This design comes from an exercise in tuning for small area and a short achievable clock period on the open sky130 flow, not from production work.
No functional check of the RTL was part of this run.
Power figures rest on the tool's default switching activity, not on a simulated workload.

==> constraint.sdc <==
create_clock -name core_clock -period 4.0 [get_ports {clk_i}]
set_input_delay 0.8000 -clock core_clock [delete_from_list [all_inputs] [get_ports {clk_i}]]
set_output_delay 0.8000 -clock core_clock [all_outputs]
set_load 0.01 [all_outputs]
==> config.mk <==
export PLATFORM = sky130hd
export DESIGN_NAME = cic_decim
export DESIGN_NICKNAME = cic_decim
export VERILOG_FILES = /design/flow/design.v
export SDC_FILE = /design/flow/constraint.sdc
export NUM_CORES = 4
export LEC_CHECK = 0
export CAP_MARGIN = 20
export CORE_MARGIN = 2
export CORE_UTILIZATION = 40
export SLEW_MARGIN = 20
==> run.sh <==
#!/bin/bash
# synth_recipe.tcl (not shown) runs the flow's synth.tcl, then flattens the netlist and writes it again
# the make line also repeats each setting of config.mk as NAME=value (left out here)
make -C /OpenROAD-flow-scripts/flow DESIGN_CONFIG=/design/flow/config.mk WORK_HOME=/design/flow/orfs CLKGATE_MAP_FILE= SYNTH_SCRIPT=/design/flow/synth_recipe.tcl finish
==> design.v <==
module cic_decim
  (
    input             clk_i,
    input             rst_i,
    input             en_i,
    input      [15:0] data_i,
    output     [15:0] data_o,
    input             act_i,
    input             act_out_i,
    output            val_o
  );
  localparam W  = 51;
  localparam H  = 25;           
  localparam WH = W - H;        
  wire g   = en_i & act_i;
  reg  a0, a1, a2, a3, a4;
  wire upd = en_i & act_out_i & a4;
  wire [H-1:0] xl = {{(H-16){data_i[15]}}, data_i};
  reg  [H-1:0] li0, li1, li2, li3, li4;
  wire [H:0]   si0 = {1'b0, li0} + {1'b0, {H{g}} & xl};
  wire [H:0]   si1 = {1'b0, li1} + {1'b0, {H{g}} & li0};
  wire [H:0]   si2 = {1'b0, li2} + {1'b0, {H{g}} & li1};
  wire [H:0]   si3 = {1'b0, li3} + {1'b0, {H{g}} & li2};
  wire [H:0]   si4 = {1'b0, li4} + {1'b0, {H{g}} & li3};
  always @(posedge clk_i) begin
    if (rst_i) begin
      li0 <= 0; li1 <= 0; li2 <= 0; li3 <= 0; li4 <= 0;
    end else begin
      li0 <= si0[H-1:0]; li1 <= si1[H-1:0]; li2 <= si2[H-1:0];
      li3 <= si3[H-1:0]; li4 <= si4[H-1:0];
    end
  end
  always @(posedge clk_i) begin
    if (rst_i) begin
      a0 <= 1'b0; a1 <= 1'b0; a2 <= 1'b0; a3 <= 1'b0; a4 <= 1'b0;
    end else if (g) begin
      a0 <= 1'b1; a1 <= a0; a2 <= a1; a3 <= a2; a4 <= a3;
    end else if (en_i & act_out_i) begin
      a4 <= 1'b0;
    end
  end
  reg  [H-1:0] ld00, ld01, ld10, ld11, ld20, ld21, ld30, ld31, ld40, ld41;
  reg  [H-1:0] lp0, lp1, lp2, lp3;
  reg          c0, c1, c2, c3, vint;
  wire [H:0]   sc0 = {1'b0, li4} + {1'b0, ~ld01} + 1'b1;
  wire [H:0]   sc1 = {1'b0, lp0} + {1'b0, ~ld11} + 1'b1;
  wire [H:0]   sc2 = {1'b0, lp1} + {1'b0, ~ld21} + 1'b1;
  wire [H:0]   sc3 = {1'b0, lp2} + {1'b0, ~ld31} + 1'b1;
  wire [H:0]   sc4 = {1'b0, lp3} + {1'b0, ~ld41} + 1'b1;
  always @(posedge clk_i) begin
    if (rst_i) begin
      ld00 <= 0; ld01 <= 0; ld10 <= 0; ld11 <= 0; ld20 <= 0;
      ld21 <= 0; ld30 <= 0; ld31 <= 0; ld40 <= 0; ld41 <= 0;
      lp0 <= 0; lp1 <= 0; lp2 <= 0; lp3 <= 0;
      c0 <= 1'b0; c1 <= 1'b0; c2 <= 1'b0; c3 <= 1'b0;
    end else if (upd) begin
      ld00 <= li4; ld01 <= ld00;
      ld10 <= lp0; ld11 <= ld10;
      ld20 <= lp1; ld21 <= ld20;
      ld30 <= lp2; ld31 <= ld30;
      ld40 <= lp3; ld41 <= ld40;
      lp0 <= sc0[H-1:0]; lp1 <= sc1[H-1:0];
      lp2 <= sc2[H-1:0]; lp3 <= sc3[H-1:0];
      c0 <= 1'b1; c1 <= c0; c2 <= c1; c3 <= c2;
    end
  end
  always @(posedge clk_i) begin
    if (rst_i)     vint <= 1'b0;
    else if (en_i) vint <= upd & c3;
  end
  reg rst_r, g_r, upd_r, sgn_r;
  reg ki0, ki1, ki2, ki3, ki4, kc0, kc1, kc2, kc3, kc4;
  always @(posedge clk_i) begin
    rst_r <= rst_i;
    g_r   <= g;
    upd_r <= upd;
    sgn_r <= data_i[15];
    ki0 <= si0[H]; ki1 <= si1[H]; ki2 <= si2[H]; ki3 <= si3[H]; ki4 <= si4[H];
    kc0 <= sc0[H]; kc1 <= sc1[H]; kc2 <= sc2[H]; kc3 <= sc3[H]; kc4 <= sc4[H];
  end
  reg  [WH-1:0] hi0, hi1, hi2, hi3, hi4;
  always @(posedge clk_i) begin
    if (rst_r) begin
      hi0 <= 0; hi1 <= 0; hi2 <= 0; hi3 <= 0; hi4 <= 0;
    end else begin
      hi0 <= hi0 + ({WH{g_r & sgn_r}}) + ki0;
      hi1 <= hi1 + ({WH{g_r}} & hi0) + ki1;
      hi2 <= hi2 + ({WH{g_r}} & hi1) + ki2;
      hi3 <= hi3 + ({WH{g_r}} & hi2) + ki3;
      hi4 <= hi4 + ({WH{g_r}} & hi3) + ki4;
    end
  end
  reg  [WH-1:0] hd00, hd01, hd10, hd11, hd20, hd21, hd30, hd31, hd40, hd41;
  reg  [WH-1:0] hp0, hp1, hp2, hp3;
  reg  [15:0]   hp4;
  wire [WH-1:0] hs4 = hp3 + ~hd41 + kc4;
  always @(posedge clk_i) begin
    if (rst_r) begin
      hd00 <= 0; hd01 <= 0; hd10 <= 0; hd11 <= 0; hd20 <= 0;
      hd21 <= 0; hd30 <= 0; hd31 <= 0; hd40 <= 0; hd41 <= 0;
      hp0 <= 0; hp1 <= 0; hp2 <= 0; hp3 <= 0;
    end else if (upd_r) begin
      hd00 <= hi4; hd01 <= hd00;
      hd10 <= hp0; hd11 <= hd10;
      hd20 <= hp1; hd21 <= hd20;
      hd30 <= hp2; hd31 <= hd30;
      hd40 <= hp3; hd41 <= hd40;
      hp0 <= hi4 + ~hd01 + kc0;
      hp1 <= hp0 + ~hd11 + kc1;
      hp2 <= hp1 + ~hd21 + kc2;
      hp3 <= hp2 + ~hd31 + kc3;
    end
  end
  wire [15:0] p4_cur = rst_r ? 16'd0 : upd_r ? hs4[WH-1:WH-16] : hp4;
  always @(posedge clk_i) hp4 <= p4_cur;
  reg [15:0] dout;
  reg        vout;
  always @(posedge clk_i) begin
    if (rst_i) begin
      dout <= 16'd0;
      vout <= 1'b0;
    end else if (en_i) begin
      dout <= p4_cur;
      vout <= vint;
    end
  end
  assign data_o = dout;
  assign val_o  = vout;
endmodule
==> results.json <==
{
  "grt_max_degree": 194,
  "critPathCaptureType": "flop",
  "timing.final.crit_share": 0.911,
  "setup_viol": 0,
  "whs_ps": 422,
  "place.port_buffers": 37,
  "grt_pass1_vias": 43100,
  "area_growth_pct": 11.4,
  "drt_iter0_markers": 2371,
  "cts_hold_buf": 0,
  "cts_root_buffer": "clkbuf_16",
  "total_leakage_power_nw": 25.6,
  "grt_usage": 0.163,
  "path_max_fanout": 4,
  "via_per_inst": 5.12,
  "synth.top_cell.area_share": 0.361,
  "htree_levels": 3,
  "tightest_slew_ps": 1080,
  "antenna_found_initial": 1,
  "worstSetupPathType": "flop to flop",
  "synthTopCellsByArea": "dfxtp_1 36%, ha_1 11%, a21oi_1 5.9%",
  "synth.most_common_cell": "dfxtp_1",
  "total_power_mw": 21.9,
  "min_period_ps": 3650,
  "hold_class": "input pin to flop",
  "synthArstFlopShare": 0,
  "design.die.area_um2": 145000,
  "syn_avg_cell_area_um2": 8.22,
  "clk_latency_ps": 740,
  "grt_overflow": 0,
  "powerDensity_nw_per_um2": 346,
  "start_util": 0.402,
  "status": "timing/DRC/antenna clean",
  "synth_seq_cells": 1026,
  "grt_setup_unrepaired": "no",
  "place_congestion": 0.825,
  "cts_tree": "yes",
  "ys_seq_area_frac": 0.361,
  "rows": 138,
  "dp_slack_ps": -128,
  "max-vdd-ir-drop_mv": 0.360,
  "routedWlPerCell_um": 13.6,
  "arrival_ps": 4250,
  "max_freq_ghz": 0.274,
  "synth_ff_type": "dfxtp_1",
  "utilization": 0.448,
  "fin_ws_ps": 354,
  "routed_wl_um": 121000,
  "finClkSkew_ps": 40.4,
  "synth_edf_count": 0,
  "dp_hpwl_um": 85300,
  "yosysUniqueCellTypes": 78,
  "die_x_um": 381,
  "drv_cap": 0,
  "finalNetCount": 7403,
  "synth_common_cells": "1026 x dfxtp_1, 863 x nand2_1, 790 x nor2_1, 666 x a21oi_1, 490 x ha_1",
  "dr.pass1.iters": 5,
  "startpoint_type": "flop",
  "crit_required_ps": 4600,
  "grt_first_pass_wirelength_um": 206000,
  "clock-sinks": 1026,
  "core_area_um2": 141000,
  "ys.warnings.count": 1,
  "die_y_um": 381,
  "num_vias": 45300,
  "synth_area_um2": 56800,
  "cts_resized": 0,
  "slew_headroom": 0.277,
  "clkTransAtPathRegs_ps": 60,
  "syn_nets": 7449,
  "boundaryPins": 38,
  "cts_made_buffers": 113,
  "postCtsSetupBuffers": 0,
  "drc_errors": 0,
  "slew_viol_final": 0,
  "setup_tns_ps": 0,
  "yosysTopAreaCell": "dfxtp_1",
  "layout-drive-gt1-share": 0.0487,
  "hold_viol": 0,
  "final_antenna_net_count": 0,
  "syn_inst": 6911,
  "cts_buffer_depth": 3
}
[path summary, 6_finish.rpt]
path,from,to,slack (ps),cells past startpoint
hold / removal,rst_i,vout,420,2
hold reg to reg,ld10[6],ld11[6],430,2
setup reg to reg,hd11[0],hp1[22],350,14
setup / recovery,hd11[0],hp1[22],350,14
[cell families after synthesis]
group | Yosys count | synth area share
compound gates | 1597 | 0.174
mux | 327 | 0.0577
flops | 1026 | 0.361
fa+ha+maj | 517 | 0.117
buf+inv | 676 | 0.0446
xor+xnor | 328 | 0.0505
simple gates | 2440 | 0.194
[through the flow]
stage,area [um2],cells
after floorplan,56800,6911
after global placement,59400,8640
after detailed placement,59400,8640
after CTS,63300,8847
after global routing,63300,8847
final,63300,8848
[cell type report]
type	instances	area (um2)
clock buffers	166	3310
well taps	1890	2360
clock inverters	41	587
inverters	373	1410
repair buffers	142	1340
multi-input cells	5209	33800
flip-flops and latches	1026	20500
diodes	1	2.50
fillers	14100	77900
[worst max-delay path, cell delays in order (launching register included)]
cell and delay (ps):
dfxtp_1 320, inv_1 50, fa_1 450, inv_1 100
fa_1 180, nor2b_1 60, o21a_1 200, o21ai_1 140
a21oi_1 150, a311oi_1 620, o31ai_1 160, buf_4 170
a41oi_1 240, mux2_1 350, a311o_1 310
[where the power goes]
| group | switching (mW) | internal [mW] |
|---|---|---|
| clock | 4.33 | 6.44 |
| combinational | 0.507 | 0.282 |
| sequential | 0.0563 | 10.3 |
| total | 4.89 | 17.0 |
[layout by cell type (no fill, tap or decap), drive strengths merged, types with 19 or more instances in the layout]
master	instances
and2	112
clkbuf	166
ha	490
buf	108
nand2b	63
xor2	147
a211oi	93
o211ai	29
mux2i	320
a21o	174
nand3	89
o21ai	250
and3	151
clkdlybuf4s50	34
nor2b	81
nor3b	25
inv	374
nor3	106
or3	31
o21bai	42
fa	27
o21a	81
or2	19
clkinv	26
a31oi	48
nor2	790
nor4b	19
dfxtp	1026
nand2	863
xnor2	181
nand4	42
a21oi	667
o31ai	40
[metal layers]
layer | up-vias | track usage | routed length (um)
li1 | 23900 | - | -
met1 | 20800 | 0.210 | 57700
met2 | 470 | 0.284 | 56600
met3 | 182 | 0.0227 | 3510
met4 | 0 | 0.0461 | 2870
met5 | - | 0 | 0
[registers in the layout, indices dropped and copies added (netlist names), 26 cells and up]
signal and count:
hd40 26, hd31 26, hp1 26, hd21 26, hp2 26, hd20 26
hd10 26, hd01 26, hi4 26, hi1 26, hi2 26, hp3 26
hi3 26, hd41 26, hd00 26, hp0 26, hd11 26, hi0 26
hd30 26

afterwards: timing with drivers on the ports:
Ports are ideal in the flow. The routed layout listed here was re-timed in OpenROAD.
Step 1: set_driving_cell puts a clkbuf_16 on clk_i and a buf_2 on each other input, an assumption about the parent block.
Step 2 also shifts input and output timing later by t, the mid clock arrival at the registers, as if the neighbouring blocks saw the same clock.
Three values: ideal, step 1, step 2; two values: the first two.
shift t [ns]: 0.794
setup slack, ns: 0.354 / 0.354 / -0.103
latest minus earliest clock arrival (ns): 0.042 / 0.042
slew at the worst register clock pin (ns): 0.06 / 0.06
Met with ideal ports but missed after step 2: setup timing in this run. For this run, drivers alone change the setup slack by 0.000 ns; drivers and shift together by -0.457 ns.
